Context: an optimization exercise on an open-source flow, tuned for small area and a short achievable clock period. The choices shown serve that exercise and are no tape-out recipe. Only simulation tests tie the RTL to the original design; equivalence was not proved.

## sig_altmult_add
module sig_altmult_add
(
	input signed [15:0] dataa, datab, datac, datad,
	input 		clock, aclr,
	output reg 	[32:0] result
);
export LEC_CHECK = 0
export CAP_MARGIN = 20
export CORE_MARGIN = 2
export CORE_UTILIZATION = 40
export SETUP_SLACK_MARGIN = 3.8
export SLEW_MARGIN = 20
create_clock -name core_clock -period 7.0 [get_ports {clock}]
standard.sh (not shown) runs the stock make flow with config.mk's settings and CLKGATE_MAP_FILE= SYNTH_SCRIPT=/design/flow/synth_recipe.tcl, a recipe that flattens the netlist after the stock synthesis.
==> flow/flow/run.sh <==
#!/bin/bash
set -uo pipefail
here=$(pwd)
bash standard.sh "SYNTH_ARGS=-noabc" \
  "BUFFER_PORTS_ARGS=-buffer_cell sky130_fd_sc_hd__buf_1" \
  "POST_FLOORPLAN_TCL=$here/flow/upsize.tcl" finish > run_make.log 2>&1
status=$?
tail -20 run_make.log
exit $status
==> flow/flow/upsize.tcl <==
foreach inst [get_cells -quiet {a_r* c_r* m0_* m1_*}] {
  if {[get_property [get_lib_cells -of_objects $inst] name] == "sky130_fd_sc_hd__dfxtp_1"} {
    replace_cell $inst sky130_fd_sc_hd__dfxtp_4
  }
}
The starting point ran to the end with no violations.
Next try:
==> flow/run.sh (new file) <==
#!/bin/bash
# synth_recipe.tcl (not shown) runs the flow's synth.tcl, then flattens the netlist and writes it again
# the make line also repeats each setting of config.mk as NAME=value (left out here)
make -C /OpenROAD-flow-scripts/flow DESIGN_CONFIG=/design/flow/config.mk WORK_HOME=/design/flow/orfs CLKGATE_MAP_FILE= SYNTH_SCRIPT=/design/flow/synth_recipe.tcl finish
--- a/flow/config.mk
+++ b/flow/config.mk
@@ -7,0 +8 @@
+export ABC_AREA = 1
@@ -11 +12 @@
-export SETUP_SLACK_MARGIN = 3.8
+export SETUP_SLACK_MARGIN = 3.0
removed: flow/flow/run.sh
removed: flow/flow/upsize.tcl
removed: flow/standard.sh
The new run went through all stages and came out clean.
Design area increases by 4.8%.
Clock skew increases by 9.3 ps.
Synthesized cell count increases by 22%.

---

Another version of the RTL of sig_altmult_add (not shown whole).
Size in the first run: about 16,000 µm² of cells after synthesis.
export LEC_CHECK = 0
export CAP_MARGIN = 20
export CORE_MARGIN = 2
export CORE_UTILIZATION = 40
export CTS_BUF_LIST = sky130_fd_sc_hd__clkbuf_8
export CTS_CLUSTER_DIAMETER = 60
export CTS_CLUSTER_SIZE = 16
export SETUP_SLACK_MARGIN = 3.95
export SLEW_MARGIN = 20
export TNS_END_PERCENT = 30
create_clock -name core_clock -period 7.0 [get_ports {clock}]
==> flow/flow/run.sh <==
#!/bin/bash
set -uo pipefail
here=$(pwd)
bash standard.sh "SYNTH_ARGS=-noabc" \
  "BUFFER_PORTS_ARGS=-buffer_cell sky130_fd_sc_hd__buf_1" \
  "POST_FLOORPLAN_TCL=$here/flow/upsize.tcl" finish > run_make.log 2>&1
status=$?
tail -20 run_make.log
exit $status
==> flow/flow/upsize.tcl <==
foreach inst [get_cells -quiet {a_r* c_r* m0_* m1_*}] {
  if {[get_property [get_lib_cells -of_objects $inst] name] == "sky130_fd_sc_hd__dfxtp_1"} {
    replace_cell $inst sky130_fd_sc_hd__dfxtp_4
  }
}
Next try:
Settings changed: TNS_END_PERCENT 30 to 10.
Result: The new run finished clean. Worst hold slack hardly moves. Sequential share of layout area is about the same. Flip-flop and latch count does not change. Utilization is about the same. Via count is lower by 0.41%. Die area does not change.
Next try:
Settings changed: TNS_END_PERCENT 10 to default.
What happened: The new run passed the timing, DRC and antenna checks. Final area rose slightly. Routed wire length rose slightly. Maximum frequency rose by a few percent. Sequential share of layout area fell by 0.28 points. Cell count rose slightly. Die area does not change.

---

RTL: one of the versions met above, not the one the previous note started from.
Size: ~1,400 cells after synthesis.
clock: 7.0 ns
lec_check: 0
cap_margin: 20
core_margin: 2
core_utilization: 40
cts_buf_list: sky130_fd_sc_hd__clkbuf_4
cts_cluster_diameter: 50
cts_cluster_size: 10
setup_slack_margin: 3.5
slew_margin: 20
==> flow/flow/run.sh <==
#!/bin/bash
# The standard layout (standard.sh), with two changes: Yosys's generic
# pre-mapping abc pass is skipped (SYNTH_ARGS=-noabc) so the full adders it
# extracts keep their natural polarity, and the ports are buffered with
# buf_1 cells. The make output goes to run_make.log, each tool's log to
# orfs/logs/.
set -uo pipefail
bash standard.sh "SYNTH_ARGS=-noabc" "BUFFER_PORTS_ARGS=-buffer_cell sky130_fd_sc_hd__buf_1" finish > run_make.log 2>&1
status=$?
tail -20 run_make.log
exit $status
The baseline went through all stages and came out clean.
Then changed:
==> flow/run.sh (new file) <==
#!/bin/bash
# synth_recipe.tcl (not shown) runs the flow's synth.tcl, then flattens the netlist and writes it again
# the make line also repeats each setting of config.mk as NAME=value (left out here)
make -C /OpenROAD-flow-scripts/flow DESIGN_CONFIG=/design/flow/config.mk WORK_HOME=/design/flow/orfs CLKGATE_MAP_FILE= SYNTH_SCRIPT=/design/flow/synth_recipe.tcl finish
Settings changed: ABC_AREA from default to 1, CTS_BUF_LIST sky130_fd_sc_hd__clkbuf_4 to default, CTS_CLUSTER_DIAMETER 50 to default, CTS_CLUSTER_SIZE 10 to default, SETUP_SLACK_MARGIN 3.5 to 4.0.
removed: flow/flow/run.sh
removed: flow/standard.sh
Effect: The changed run produced a clean layout. Worst setup slack improves by 0.41 ns. Flip-flop and latch count is unchanged. Worst hold slack degrades by 0.013 ns. Count of clock-buffer cells in the layout stays the same.
Then changed:
Settings changed: SETUP_SLACK_MARGIN 4.0 to 3.5.
Result: The changed run finished with timing, DRC and antenna clean. Via count fell by about 13%. Wire length fell by about 14%. Sequential share of layout area rises by 3.5 points. Cell area decreases by about 18%. Maximum frequency shrinks by about 12%. Synthesized area stays the same.
Then changed:
==> flow/flow/run.sh (new file) <==
#!/bin/bash
set -uo pipefail
here=$(pwd)
bash standard.sh "SYNTH_ARGS=-noabc" \
  "BUFFER_PORTS_ARGS=-buffer_cell sky130_fd_sc_hd__buf_1" \
  "POST_FLOORPLAN_TCL=$here/flow/upsize.tcl" finish > run_make.log 2>&1
status=$?
tail -20 run_make.log
exit $status
==> flow/flow/upsize.tcl (new file) <==
foreach inst [get_cells -quiet {a_r* c_r* m0_* m1_*}] {
  if {[get_property [get_lib_cells -of_objects $inst] name] == "sky130_fd_sc_hd__dfxtp_1"} {
    replace_cell $inst sky130_fd_sc_hd__dfxtp_4
  }
}
==> flow/standard.sh (new file) <==
#!/bin/bash
# synth_recipe.tcl (not shown) runs the flow's synth.tcl, then flattens the netlist and writes it again
# the make line also repeats each setting of config.mk as NAME=value (left out here)
make -C /OpenROAD-flow-scripts/flow DESIGN_CONFIG=/design/flow/config.mk WORK_HOME=/design/flow/orfs CLKGATE_MAP_FILE= SYNTH_SCRIPT=/design/flow/synth_recipe.tcl "${@:-finish}"
Settings changed: ABC_AREA 1 to default.
removed: flow/run.sh
=> Global-route usage fell by 2.5 points; critical path depth went up by 5; maximum frequency climbs by 4.7%; clock-buffer cell count went down by 1; via count went down by 12%; die area falls by 3.6%; first-iteration DRC count rises by 16%.
Then changed:
==> flow/flow/run.sh (replaced) <==
#!/bin/bash
# The standard layout (standard.sh), with two changes: Yosys's generic
# pre-mapping abc pass is skipped (SYNTH_ARGS=-noabc) so the full adders it
# extracts keep their natural polarity, and the ports are buffered with
# buf_1 cells. The make output goes to run_make.log, each tool's log to
# orfs/logs/.
set -uo pipefail
bash standard.sh "SYNTH_ARGS=-noabc" "BUFFER_PORTS_ARGS=-buffer_cell sky130_fd_sc_hd__buf_1" finish > run_make.log 2>&1
status=$?
tail -20 run_make.log
exit $status
removed: flow/flow/upsize.tcl
After rerunning: Setup slack loses 0.088 ns; die area stays the same; non-clock buffer count came out higher by 9; clock-buffer cell count came out lower by 1; routed wire length came out higher by 4.1%; maximum frequency came out lower by 2.6%; synthesized area is unchanged; synthesized cell count stays the same; via count came out higher by 0.95%.

---

== lane 1 ==
RTL: one of the versions met above, not the one the previous note started from.
For scale: about 1500 cells after synthesis, ~210 flip-flops, roughly 99 I/O pins, ~0.016 mm^2 of cells after synthesis.
export LEC_CHECK = 0
export CAP_MARGIN = 20
export CORE_MARGIN = 2
export CORE_UTILIZATION = 40
export SETUP_SLACK_MARGIN = 3.8
export SLEW_MARGIN = 20
create_clock -name core_clock -period 7.0 [get_ports {clock}]
==> flow/flow/run.sh <==
#!/bin/bash
set -uo pipefail
here=$(pwd)
bash standard.sh "SYNTH_ARGS=-noabc" \
  "BUFFER_PORTS_ARGS=-buffer_cell sky130_fd_sc_hd__buf_1" \
  "POST_FLOORPLAN_TCL=$here/flow/upsize.tcl" finish > run_make.log 2>&1
status=$?
tail -20 run_make.log
exit $status
==> flow/flow/upsize.tcl <==
foreach inst [get_cells -quiet {a_r* c_r* m0_* m1_*}] {
  if {[get_property [get_lib_cells -of_objects $inst] name] == "sky130_fd_sc_hd__dfxtp_1"} {
    replace_cell $inst sky130_fd_sc_hd__dfxtp_4
  }
}
Every stage of the flow completed for lane 1, and the final layout passed the timing, DRC and antenna checks.
For lane 2, these inputs were changed with respect to lane 1:
==> flow/flow/upsize.tcl <==
foreach inst [get_cells -quiet {a_r* c_r* m0_* m1_*}] {
  if {[get_property [get_lib_cells -of_objects $inst] name] == "sky130_fd_sc_hd__dfxtp_1"} {
    replace_cell $inst sky130_fd_sc_hd__dfxtp_2
  }
}
--- a/flow/config.mk
+++ b/flow/config.mk
@@ -9,4 +9,4 @@
 export CORE_MARGIN = 2
 export CORE_UTILIZATION = 40
-export SETUP_SLACK_MARGIN = 3.8
+export SETUP_SLACK_MARGIN = 3.95
 export SLEW_MARGIN = 20
Notes after the runs:
Going from lane 1 to lane 2, layout clock buffer count went up; flip-flop and latch area fell by 33 um^2; number of buffers added on ports about even; non-clock buffer count now larger.
Timing, DRC, antenna: 0 failures across lane 1 and lane 2

---

red:
sig_altmult_add, a different RTL version from the one above (not shown whole).
Size in the first run: about 210 flip-flops, about 99 I/O pins, roughly 17,000 µm² of cells after synthesis.
clock: 7.0 ns
lec_check: 0
cap_margin: 20
core_margin: 2
core_utilization: 40
cts_buf_list: sky130_fd_sc_hd__clkbuf_16
cts_cluster_diameter: 100
cts_cluster_size: 28
setup_slack_margin: 3.95
slew_margin: 20
==> flow/flow/upsize.tcl <==
foreach inst [get_cells -quiet {a_r* c_r* m0_* m1_*}] {
  if {[get_property [get_lib_cells -of_objects $inst] name] == "sky130_fd_sc_hd__dfxtp_1"} {
    replace_cell $inst sky130_fd_sc_hd__dfxtp_4
  }
}
Scripts as last shown in full above: flow/flow/run.sh
For blue, these inputs were changed with respect to red:
- SETUP_SLACK_MARGIN: 3.95 -> 4.1
==> comparison <==
- NOTE met1 wire length red->blue increased by a few percent
- As far as arrival time reported for the critical path endpoint is concerned, red and blue perform about the same.
- The non-clock buffer count number comes out lower for red vs blue.
- On setup slack after layout, red tracks blue almost exactly.
- red has a higher highest cell delay on the worst timing path than blue.
- No stage failed in blue, and the final checks on the layout all came back clean.
- Compared with red, blue shows critical path depth lower by 1.
The following lists how green was set up differently from blue:
- CTS_CLUSTER_DIAMETER changed from 100 to 60
- CTS_BUF_LIST changed from sky130_fd_sc_hd__clkbuf_16 to sky130_fd_sc_hd__clkbuf_8
- SETUP_SLACK_MARGIN changed from 4.1 to 3.95
- CTS_CLUSTER_SIZE changed from 28 to 16
Changes observed in green relative to blue: worst slack at placement went down 0.098 ns; multi-input gate share of the layout cell area has increased. The core of green is less densely filled than that of blue. Delta (green minus blue): wire length -3.3%, placer's final routability congestion estimate +1.8%, footprint of the flip-flops and latches ~0 delta, maximum net fanout on the critical path -1, wire length of the first global-routing pass +260 µm. Measured against each other, green and blue differ in number of buffers created by CTS, the higher figure coming from green.
Modified inputs, orange compared to green
- CTS_BUF_LIST: sky130_fd_sc_hd__clkbuf_8 -> sky130_fd_sc_hd__clkbuf_16
- GPL_ROUTABILITY_DRIVEN: unset -> 0
- CTS_CLUSTER_SIZE: 16 -> 28
- CTS_CLUSTER_DIAMETER: 60 -> 100
Findings:
Initial detailed-routing violation count delta for orange relative to green: 178 lower. Looking at upper clock frequency limit, orange sits 1.5% below green. orange against green; cell area is down slightly. Status: area used by multi-input combinational logic parity (orange, green). Compared with green, in orange setup slack of the critical path after layout now sits lower; remaining global-route overflow saw little to no change; non-clock buffer share of cell area stayed essentially flat. Looking at the reports, orange completed the entire flow and the layout it produced met the timing, DRC and antenna checks.

---

RTL: one of the versions met above, not the one the previous note started from.
Size in the first run: ~1500 cells after synthesis, ~210 flip-flops, about 99 I/O pins, about 16000 um2 of cells after synthesis.
Settings: LEC_CHECK=0, CAP_MARGIN=20, CORE_MARGIN=2, CORE_UTILIZATION=40, SETUP_SLACK_MARGIN=4.1, SLEW_MARGIN=20; clock period 7.0 ns.
Scripts as last shown in full above: flow/flow/run.sh, flow/flow/upsize.tcl
The first run passed the timing, DRC and antenna checks.
Next try:
--- a/flow/config.mk
+++ b/flow/config.mk
@@ -9,4 +9,4 @@
 export CORE_MARGIN = 2
-export CORE_UTILIZATION = 40
-export SETUP_SLACK_MARGIN = 4.1
+export CORE_UTILIZATION = 55
+export SETUP_SLACK_MARGIN = 3.95
 export SLEW_MARGIN = 20
Effect: Worst setup slack got worse by 0.054 ns. Area after synthesis is unchanged. Final cell count went down by roughly a tenth. Routed wire length went down by a little under a tenth. Global-route usage went up by 6.8 points. Die area went down by a quarter to a third. Hold slack stays flat.
Next try:
--- a/flow/config.mk
+++ b/flow/config.mk
@@ -9,4 +9,7 @@
 export CORE_MARGIN = 2
-export CORE_UTILIZATION = 55
-export SETUP_SLACK_MARGIN = 3.95
+export CORE_UTILIZATION = 40
+export CTS_BUF_LIST = sky130_fd_sc_hd__clkbuf_8
+export CTS_CLUSTER_DIAMETER = 60
+export CTS_CLUSTER_SIZE = 16
+export SETUP_SLACK_MARGIN = 4.05
 export SLEW_MARGIN = 20
=> Critical path depth stays the same; clock skew came out higher by 0.013 ns.
Next try:
--- a/flow/config.mk
+++ b/flow/config.mk
@@ -10,6 +10,3 @@
 export CORE_UTILIZATION = 40
-export CTS_BUF_LIST = sky130_fd_sc_hd__clkbuf_8
-export CTS_CLUSTER_DIAMETER = 60
-export CTS_CLUSTER_SIZE = 16
-export SETUP_SLACK_MARGIN = 4.05
+export SETUP_SLACK_MARGIN = 3.95
 export SLEW_MARGIN = 20
The changed run went through all stages and came out clean. Worst setup slack improved by 0.036 ns. Hold slack is worse by 0.016 ns. Routed wire length decreases by 5.7%. Cell area decreases by 3.9%. Die area stays the same. Cell count goes down by 3.6%.

---

Setup of old:
Starting RTL as in the previous note.
==> flow/design.v (excerpt) <==
module sig_altmult_add
(
	input signed [15:0] dataa, datab, datac, datad,
	input 		clock, aclr,
	output reg 	[32:0] result
);
==> flow/config.mk <==
export PLATFORM = sky130hd
export DESIGN_NAME = sig_altmult_add
export DESIGN_NICKNAME = sig_altmult_add
export VERILOG_FILES = /design/flow/design.v
export SDC_FILE = /design/flow/constraint.sdc
export NUM_CORES = 4
export LEC_CHECK = 0
export CAP_MARGIN = 20
export CORE_MARGIN = 2
export CORE_UTILIZATION = 40
export CTS_BUF_LIST = sky130_fd_sc_hd__clkbuf_16
export CTS_CLUSTER_DIAMETER = 100
export CTS_CLUSTER_SIZE = 28
export SETUP_SLACK_MARGIN = 3.95
export SLEW_MARGIN = 20
==> flow/constraint.sdc <==
create_clock -name core_clock -period 7.0 [get_ports {clock}]
set_input_delay 1.4000 -clock core_clock [delete_from_list [all_inputs] [get_ports {clock}]]
set_output_delay 1.4000 -clock core_clock [all_outputs]
set_load 0.01 [all_outputs]
Scripts as last shown in full above: flow/flow/run.sh, flow/flow/upsize.tcl
What new does differently from old at the input level:
Settings: swapping 28 for 16 in CTS_CLUSTER_SIZE; swapping 100 for 60 in CTS_CLUSTER_DIAMETER; swapping sky130_fd_sc_hd__clkbuf_16 for sky130_fd_sc_hd__clkbuf_8 in CTS_BUF_LIST.
==> flow/flow/run.sh <==
#!/bin/bash
# The standard layout (standard.sh), with two changes: Yosys's generic
# pre-mapping abc pass is skipped (SYNTH_ARGS=-noabc) so the full adders it
# extracts keep their natural polarity, and the ports are buffered with
# buf_1 cells. The make output goes to run_make.log, each tool's log to
# orfs/logs/.
set -uo pipefail
bash standard.sh "SYNTH_ARGS=-noabc" "BUFFER_PORTS_ARGS=-buffer_cell sky130_fd_sc_hd__buf_1" finish > run_make.log 2>&1
status=$?
tail -20 run_make.log
exit $status
removed: flow/flow/upsize.tcl
Findings:
Vertical die dimension came out exactly the same in new and old. Comparing new and old, the lower routed wirelength normalized by instance count was measured on old. Cmp new and old / routed via count / lower: old. Comparing new and old, cell depth of the worst flop-to-flop path is lower on old.

-- separate check: timing with driven ports --
No port has a modelled driver above. Below, the same layouts with a new extraction and two added sets of constraints.
Step 1 assumes that a clkbuf_16 drives the clock port and a buf_2 every other input.
Step 2, shift: input delay + t, output delay - t, t = (earliest + latest rising clock arrival at the registers) / 2. This alone moves slack from input paths to output paths.
a / b / c = ideal / step 1 / step 2; a / b = the first two.
run	t, ns	setup slack, ns	hold slack, ns	worst slew at a driven data input, ns
the first run of note 1	0.582	3.836 / 3.836 / 3.836	0.360 / 0.360 / 0.360	0.05
the second run of note 1	0.589	3.315 / 3.315 / 3.315	0.349 / 0.349 / 0.349	0.04
the first run of note 2	0.598	3.894 / 3.894 / 3.894	0.357 / 0.357 / 0.357	0.05
the second run of note 2	0.606	3.851 / 3.851 / 3.851	0.358 / 0.358 / 0.358	0.05
the third run of note 2	0.611	3.950 / 3.909 / 3.950	0.351 / 0.351 / 0.351	0.05
the first run of note 3	0.806	3.543 / 3.543 / 3.543	0.360 / 0.360 / 0.360	0.04
the second run of note 3	0.591	3.949 / 3.949 / 3.949	0.347 / 0.347 / 0.347	0.04
the third run of note 3	0.590	3.529 / 3.529 / 3.529	0.350 / 0.350 / 0.350	0.04
the fourth run of note 3	0.577	3.685 / 3.685 / 3.685	0.346 / 0.346 / 0.346	0.04
the fifth run of note 3	0.580	3.597 / 3.597 / 3.597	0.345 / 0.345 / 0.345	0.04
lane 1	0.577	3.836 / 3.836 / 3.836	0.360 / 0.360 / 0.360	0.05
lane 2	0.571	3.942 / 3.942 / 3.942	0.347 / 0.347 / 0.347	0.05
red	0.546	4.040 / 4.040 / 4.040	0.361 / 0.361 / 0.361	0.05
blue	0.545	4.041 / 4.041 / 4.041	0.360 / 0.360 / 0.360	0.05
green	0.644	4.045 / 4.045 / 4.045	0.355 / 0.355 / 0.355	0.05
orange	0.546	4.001 / 4.001 / 4.001	0.365 / 0.365 / 0.365	0.05
the first run of note 6	0.577	3.943 / 3.943 / 3.943	0.355 / 0.355 / 0.355	0.05
the second run of note 6	0.587	3.889 / 3.889 / 3.889	0.355 / 0.355 / 0.355	0.04
the third run of note 6	0.610	3.919 / 3.919 / 3.919	0.364 / 0.364 / 0.364	0.05
the fourth run of note 6	0.584	3.955 / 3.955 / 3.955	0.348 / 0.348 / 0.348	0.05
old	0.541	3.943 / 3.943 / 3.943	0.359 / 0.359 / 0.359	0.05
new	0.621	3.881 / 3.881 / 3.881	0.361 / 0.361 / 0.361	0.05
After both steps every run listed still meets setup and hold.
